Source: an optimization exercise on an open RTL-to-GDS flow (aim: small area and a short achievable clock period). Production flows keep margins and buffers that such runs may drop. The RTL was checked by simulation tests, not by an equivalence proof against the original design. Power and IR drop assume default switching activity.

**flow/flow/run.sh**
```bash
#!/bin/bash
# The standard layout, with plain buf_1 cells as the port buffers (instead of the
# delay-cell buffer that buffer_ports picks on its own).
set -euo pipefail
bash standard.sh \
  BUFFER_PORTS_ARGS="-buffer_cell sky130_fd_sc_hd__buf_1" \
  finish > standard.log 2>&1
```
**flow/standard.sh**
```bash
#!/bin/bash
# synth_recipe.tcl (not shown) runs the flow's synth.tcl, then flattens the netlist and writes it again
# the make line also repeats each setting of config.mk as NAME=value (left out here)
make -C /OpenROAD-flow-scripts/flow DESIGN_CONFIG=/design/flow/config.mk WORK_HOME=/design/flow/orfs CLKGATE_MAP_FILE= SYNTH_SCRIPT=/design/flow/synth_recipe.tcl "${@:-finish}"
```
**flow/config.mk**
```make
export PLATFORM = sky130hd
export DESIGN_NAME = simple_fpu_top
export DESIGN_NICKNAME = simple_fpu_top
export VERILOG_FILES = /design/flow/design.v
export SDC_FILE = /design/flow/constraint.sdc
export NUM_CORES = 4
export LEC_CHECK = 0
export CAP_MARGIN = 20
export CORE_MARGIN = 2
export CORE_UTILIZATION = 40
export SLEW_MARGIN = 20
```
**flow/constraint.sdc**
```tcl
create_clock -name core_clock -period 4.0 [get_ports {clk}]
set_input_delay 0.8000 -clock core_clock [delete_from_list [all_inputs] [get_ports {clk}]]
set_output_delay 0.8000 -clock core_clock [all_outputs]
set_load 0.01 [all_outputs]
```
**flow/design.v**
```verilog
module simple_fpu (
    input  wire [31:0] a,
    input  wire [31:0] b,
    input  wire [1:0]  op,       
    output wire [31:0] result
);
    wire        sub = ~op[1] & op[0];
    wire [31:0] bx  = b ^ {32{sub}};
    wire [31:0] g   = a & bx;    
    wire [31:0] p   = a ^ bx;    
    wire g0c = g[0] | (p[0] & sub);
    wire G0_1 = g[1] | (p[1] & g0c);
    wire G0_3 = g[3] | (p[3] & g[2]);
    wire P0_3 = p[3] & p[2];
    wire G0_5 = g[5] | (p[5] & g[4]);
    wire P0_5 = p[5] & p[4];
    wire G0_7 = g[7] | (p[7] & g[6]);
    wire P0_7 = p[7] & p[6];
    wire G0_9 = g[9] | (p[9] & g[8]);
    wire P0_9 = p[9] & p[8];
    wire G0_11 = g[11] | (p[11] & g[10]);
    wire P0_11 = p[11] & p[10];
    wire G0_13 = g[13] | (p[13] & g[12]);
    wire P0_13 = p[13] & p[12];
    wire G0_15 = g[15] | (p[15] & g[14]);
    wire P0_15 = p[15] & p[14];
    wire G0_17 = g[17] | (p[17] & g[16]);
    wire P0_17 = p[17] & p[16];
    wire G0_19 = g[19] | (p[19] & g[18]);
    wire P0_19 = p[19] & p[18];
    wire G0_21 = g[21] | (p[21] & g[20]);
    wire P0_21 = p[21] & p[20];
    wire G0_23 = g[23] | (p[23] & g[22]);
    wire P0_23 = p[23] & p[22];
    wire G0_25 = g[25] | (p[25] & g[24]);
    wire P0_25 = p[25] & p[24];
    wire G0_27 = g[27] | (p[27] & g[26]);
    wire P0_27 = p[27] & p[26];
    wire G0_29 = g[29] | (p[29] & g[28]);
    wire P0_29 = p[29] & p[28];
    wire G0_31 = g[31] | (p[31] & g[30]);
    wire P0_31 = p[31] & p[30];
    wire G1_2 = g[2] | (p[2] & G0_1);
    wire G1_3 = G0_3 | (P0_3 & G0_1);
    wire G1_6 = g[6] | (p[6] & G0_5);
    wire P1_6 = p[6] & P0_5;
    wire G1_7 = G0_7 | (P0_7 & G0_5);
    wire P1_7 = P0_7 & P0_5;
    wire G1_10 = g[10] | (p[10] & G0_9);
    wire P1_10 = p[10] & P0_9;
    wire G1_11 = G0_11 | (P0_11 & G0_9);
    wire P1_11 = P0_11 & P0_9;
    wire G1_14 = g[14] | (p[14] & G0_13);
    wire P1_14 = p[14] & P0_13;
    wire G1_15 = G0_15 | (P0_15 & G0_13);
    wire P1_15 = P0_15 & P0_13;
    wire G1_18 = g[18] | (p[18] & G0_17);
    wire P1_18 = p[18] & P0_17;
    wire G1_19 = G0_19 | (P0_19 & G0_17);
    wire P1_19 = P0_19 & P0_17;
    wire G1_22 = g[22] | (p[22] & G0_21);
    wire P1_22 = p[22] & P0_21;
    wire G1_23 = G0_23 | (P0_23 & G0_21);
    wire P1_23 = P0_23 & P0_21;
    wire G1_26 = g[26] | (p[26] & G0_25);
    wire P1_26 = p[26] & P0_25;
    wire G1_27 = G0_27 | (P0_27 & G0_25);
    wire P1_27 = P0_27 & P0_25;
    wire G1_30 = g[30] | (p[30] & G0_29);
    wire P1_30 = p[30] & P0_29;
    wire G1_31 = G0_31 | (P0_31 & G0_29);
    wire P1_31 = P0_31 & P0_29;
    wire G2_4 = g[4] | (p[4] & G1_3);
    wire G2_5 = G0_5 | (P0_5 & G1_3);
    wire G2_6 = G1_6 | (P1_6 & G1_3);
    wire G2_7 = G1_7 | (P1_7 & G1_3);
    wire G2_12 = g[12] | (p[12] & G1_11);
    wire P2_12 = p[12] & P1_11;
    wire G2_13 = G0_13 | (P0_13 & G1_11);
    wire P2_13 = P0_13 & P1_11;
    wire G2_14 = G1_14 | (P1_14 & G1_11);
    wire P2_14 = P1_14 & P1_11;
    wire G2_15 = G1_15 | (P1_15 & G1_11);
    wire P2_15 = P1_15 & P1_11;
    wire G2_20 = g[20] | (p[20] & G1_19);
    wire P2_20 = p[20] & P1_19;
    wire G2_21 = G0_21 | (P0_21 & G1_19);
    wire P2_21 = P0_21 & P1_19;
    wire G2_22 = G1_22 | (P1_22 & G1_19);
    wire P2_22 = P1_22 & P1_19;
    wire G2_23 = G1_23 | (P1_23 & G1_19);
    wire P2_23 = P1_23 & P1_19;
    wire G2_28 = g[28] | (p[28] & G1_27);
    wire P2_28 = p[28] & P1_27;
    wire G2_29 = G0_29 | (P0_29 & G1_27);
    wire P2_29 = P0_29 & P1_27;
    wire G2_30 = G1_30 | (P1_30 & G1_27);
    wire P2_30 = P1_30 & P1_27;
    wire G2_31 = G1_31 | (P1_31 & G1_27);
    wire P2_31 = P1_31 & P1_27;
    wire G3_8 = g[8] | (p[8] & G2_7);
    wire G3_9 = G0_9 | (P0_9 & G2_7);
    wire G3_10 = G1_10 | (P1_10 & G2_7);
    wire G3_11 = G1_11 | (P1_11 & G2_7);
    wire G3_12 = G2_12 | (P2_12 & G2_7);
    wire G3_13 = G2_13 | (P2_13 & G2_7);
    wire G3_14 = G2_14 | (P2_14 & G2_7);
    wire G3_15 = G2_15 | (P2_15 & G2_7);
    wire G3_24 = g[24] | (p[24] & G2_23);
    wire P3_24 = p[24] & P2_23;
    wire G3_25 = G0_25 | (P0_25 & G2_23);
    wire P3_25 = P0_25 & P2_23;
    wire G3_26 = G1_26 | (P1_26 & G2_23);
    wire P3_26 = P1_26 & P2_23;
    wire G3_27 = G1_27 | (P1_27 & G2_23);
    wire P3_27 = P1_27 & P2_23;
    wire G3_28 = G2_28 | (P2_28 & G2_23);
    wire P3_28 = P2_28 & P2_23;
    wire G3_29 = G2_29 | (P2_29 & G2_23);
    wire P3_29 = P2_29 & P2_23;
    wire G3_30 = G2_30 | (P2_30 & G2_23);
    wire P3_30 = P2_30 & P2_23;
    wire G3_31 = G2_31 | (P2_31 & G2_23);
    wire P3_31 = P2_31 & P2_23;
    wire G4_16 = g[16] | (p[16] & G3_15);
    wire G4_17 = G0_17 | (P0_17 & G3_15);
    wire G4_18 = G1_18 | (P1_18 & G3_15);
    wire G4_19 = G1_19 | (P1_19 & G3_15);
    wire G4_20 = G2_20 | (P2_20 & G3_15);
    wire G4_21 = G2_21 | (P2_21 & G3_15);
    wire G4_22 = G2_22 | (P2_22 & G3_15);
    wire G4_23 = G2_23 | (P2_23 & G3_15);
    wire G4_24 = G3_24 | (P3_24 & G3_15);
    wire G4_25 = G3_25 | (P3_25 & G3_15);
    wire G4_26 = G3_26 | (P3_26 & G3_15);
    wire G4_27 = G3_27 | (P3_27 & G3_15);
    wire G4_28 = G3_28 | (P3_28 & G3_15);
    wire G4_29 = G3_29 | (P3_29 & G3_15);
    wire G4_30 = G3_30 | (P3_30 & G3_15);
    wire G4_31 = G3_31 | (P3_31 & G3_15);
    wire [31:0] c;
    assign c[0] = sub;
    assign c[1] = g0c;
    assign c[2] = G0_1;
    assign c[3] = G1_2;
    assign c[4] = G1_3;
    assign c[5] = G2_4;
    assign c[6] = G2_5;
    assign c[7] = G2_6;
    assign c[8] = G2_7;
    assign c[9] = G3_8;
    assign c[10] = G3_9;
    assign c[11] = G3_10;
    assign c[12] = G3_11;
    assign c[13] = G3_12;
    assign c[14] = G3_13;
    assign c[15] = G3_14;
    assign c[16] = G3_15;
    assign c[17] = G4_16;
    assign c[18] = G4_17;
    assign c[19] = G4_18;
    assign c[20] = G4_19;
    assign c[21] = G4_20;
    assign c[22] = G4_21;
    assign c[23] = G4_22;
    assign c[24] = G4_23;
    assign c[25] = G4_24;
    assign c[26] = G4_25;
    assign c[27] = G4_26;
    assign c[28] = G4_27;
    assign c[29] = G4_28;
    assign c[30] = G4_29;
    assign c[31] = G4_30;
    wire [31:0] s = p ^ c;
    assign result = op[1] ? (op[0] ? (a | b) : g) : s;
endmodule
module simple_fpu_top (
    input  wire        clk,
    input  wire [31:0] a,
    input  wire [31:0] b,
    input  wire [1:0]  op,
    output reg  [31:0] result
);
    wire [31:0] result_comb;
    simple_fpu u_fpu (
        .a(a),
        .b(b),
        .op(op),
        .result(result_comb)
    );
    always @(posedge clk)
        result <= result_comb;
endmodule
```
==> summary.txt <==
## final timing paths
path | startpoint | end | slack (ns) | cells after the start
worst min-delay path | a[13] | result[13] | 0.90 | 5
worst max-delay path | op[1] | result[16] | 0.65 | 12
## final cells by class
cell class | instances | area [um^2] | area share, %
clock buffer | 7 | 96.34 | 2.606
inverter | 16 | 60.06 | 1.624
multi-input combinational | 331 | 2357 | 63.76
sequential | 32 | 640.6 | 17.33
tap | 102 | 127.6 | 3.452
timing repair buffer | 104 | 415.4 | 11.24
## power groups by stage
stage               sequential, W  combinational, W  clock [W]
floorplan                0.000438          0.000370          0
CTS                      0.000401          0.000563   0.000294
finish                   0.000401          0.000560   0.000284
global placement         0.000408          0.000554          0
detailed placement       0.000408          0.000559          0
global route             0.000406          0.000631   0.000307
## per-layer routing
metal	wire [um]	vias up	GRT usage, %
li1	-	1613	-
met1	3826	1349	24.79
met2	3722	66	30.60
met3	370	2	3.499
met4	38	0	4.104
met5	0	-	0
## worst max-delay path: stages
cell and delay (ns):
clkbuf_2 0.10, clkinv_1 0.12, nand2_2 0.17, buf_4 0.27
xnor2_1 0.15, ha_1 0.31, a21oi_2 0.19, o21ai_1 0.13
a221oi_4 0.42, nand2_1 0.13, fa_1 0.46, mux2_2 0.27
## logic make-up after synthesis
family | share of synthesized area [%]
fa+ha+maj | 16.03
compound gates | 27.28
mux | 1.402
flops | 20.51
simple gates | 17.79
buf+inv | 4.086
xor+xnor | 12.90
## placed cells by master (no fill, tap or decap), types with 15 or more instances in the layout
cell / instances
buf_1: 96
nor2_1: 45
xnor2_1: 37
o21ai_0: 33
ha_1: 32
dfxtp_1: 32
nand2_1: 31
o211ai_1: 25
a21oi_1: 24
inv_1: 15
## through the flow
stage / worst slack [ns] / cells
4_1_cts: 0.6271 / 592
6_report: 0.6455 / 592
3_5_place_dp: 0.3322 / 585
2_1_floorplan: 0.09635 / 396
3_3_place_gp: 0.3615 / 585
5_1_grt: 0.4423 / 592
==> flow_metrics.env <==
export IMPL_start_kind="input port"
export IMPL_antenna_found_initial=0
export IMPL_internal_power_w=0.0007749
export IMPL_avgSynthCellArea_um2=7.886
export IMPL_post_route_period_util_pct=83.86
export IMPL_async_reset_ff_share_pct=0
export IMPL_drive_gt1_share_pct=6.122
export IMPL_seq_area_frac_synth_pct=20.51
export IMPL_synthFlopType="dfxtp_1"
export IMPL_synth_nets=500
export IMPL_io_pins=99
export IMPL_path_max_fanout=12
export IMPL_ctsHtreeMaxLevel=2
export IMPL_switchingPower_w=0.0004696
export IMPL_slew_headroom_pct=58.43
export IMPL_cts_tree="done"
export IMPL_n_fill_cell=824
export IMPL_dpl_cell_area_um2=3601
export IMPL_drtIter0Drc=124
export IMPL_run_status="finished clean"
export IMPL_swShare_pct=37.74
export IMPL_tightest_slew_ns=0.6236
export IMPL_numPortBuffers=98
export IMPL_grt_overflow_total=0
export IMPL_dpl_hpwl_um=6060
export IMPL_maxCapViolCount=0
export IMPL_vias_per_cell=5.118
export IMPL_fmax_mhz=298.1
export IMPL_drtAntennaViolNets=0
export IMPL_fin_total_pwr_w=0.001244
export IMPL_fin_setup_tns_ns=0
export IMPL_die_w_um=92.36
export IMPL_yosys_warnings=1
export IMPL_cts_max_path_buffers=2
export IMPL_die_area_um2=8530
export IMPL_first_global_vias=2707
export IMPL_hp_class="in2reg"
export IMPL_final_cell_area_um2=3697
export IMPL_ys_ff_latch=32
export IMPL_hold_ws_ns=0.9001
export IMPL_postRouteWirelength_um=7958
export IMPL_leakage_nw=1.422
export IMPL_fin_nets=594
export IMPL_syn_area_um2=3123
export IMPL_setup_violations_final=0
export IMPL_place_gp_congestion=0.8658
export IMPL_synth_distinct_cells=59
export IMPL_fin_crit_ns=3.355
export IMPL_clkPwrFrac_pct=22.8
export IMPL_rows=32
export IMPL_ctsResizeCount=0
export IMPL_seqPwrFrac_pct=32.2
export IMPL_yosysMostFrequentCell="nor2_1"
export IMPL_track_usage_pct=18.40
export IMPL_crit_path_end_kind="register"
export IMPL_wl_per_cell_um=13.44
export IMPL_route_detailed_drc=0
export IMPL_rsz0062_at_grt="false"
export IMPL_synth_edf_count=0
export IMPL_worstPathArrival_ns=3.53
export IMPL_fp_coreArea_um2=7647
export IMPL_grt_max_degree=65
export IMPL_drt_pass1_iter_count=4
export IMPL_clock_tree_root_cell="clkbuf_8"
export IMPL_hold_viol=0
export IMPL_top_regs="result x32"
export IMPL_synth_common_cells="45 x nor2_1, 37 x xnor2_1, 33 x o21ai_0"
export IMPL_grt_pass1_wl_um=12740
export IMPL_area_delta_synth_final_pct=18.39
export IMPL_max_vdd_ir_drop_mv=0.1334
export IMPL_path_class="in2reg"
export IMPL_cp_required_ns=4.17
export IMPL_clkSinkCount=32
export IMPL_synth_area_top_cells="dfxtp_1 21%, ha_1 13%, xnor2_1 10%"
export IMPL_vias=3030
export IMPL_fin_util_pct=48.35
export IMPL_power_density_nw_per_um2=336.6
export IMPL_antenna_cells=0
export IMPL_top_register="result"
export IMPL_largest_register_ffs=32
export IMPL_p_comb_share_pct=45.0
export IMPL_slew_viol_final=0
export IMPL_yosysTopAreaCell="dfxtp_1"
export IMPL_dieHeight_um=92.36
export IMPL_yosysTopAreaCellShare_pct=20.51
export IMPL_netlist_instances=396
export IMPL_start_util_pct=40.84
export IMPL_cts_buffers=5
export IMPL_post_cts_buffers=0
export IMPL_cts_hold_buf=0
export IMPL_path_clk_slew_ns=0.07

-- port drivers added, routing unchanged --
The flow's constraints put no driver on any port. The routed layout listed below was extracted and timed again, unchanged, in two steps.
Step 1 assumes that a clkbuf_16 drives the clock port and a buf_2 every other input.
Step 2 moves the port delays by t, midway between the first and last clock arrival at a register: inputs arrive t later, outputs are due t later. That takes back most of the time a late clock gives input paths.
Slacks: no drivers / after step 1 / after step 2; pairs: no drivers / after step 1.
t, ns: 0.313
setup slack, ns: 0.645 / 0.657 / 0.344
slew at the worst register clock pin (ns): 0.08 / 0.08
After both steps this run still meets setup and hold. The setup slack of this run moves by +0.012 ns with the drivers and by -0.301 ns with both steps.
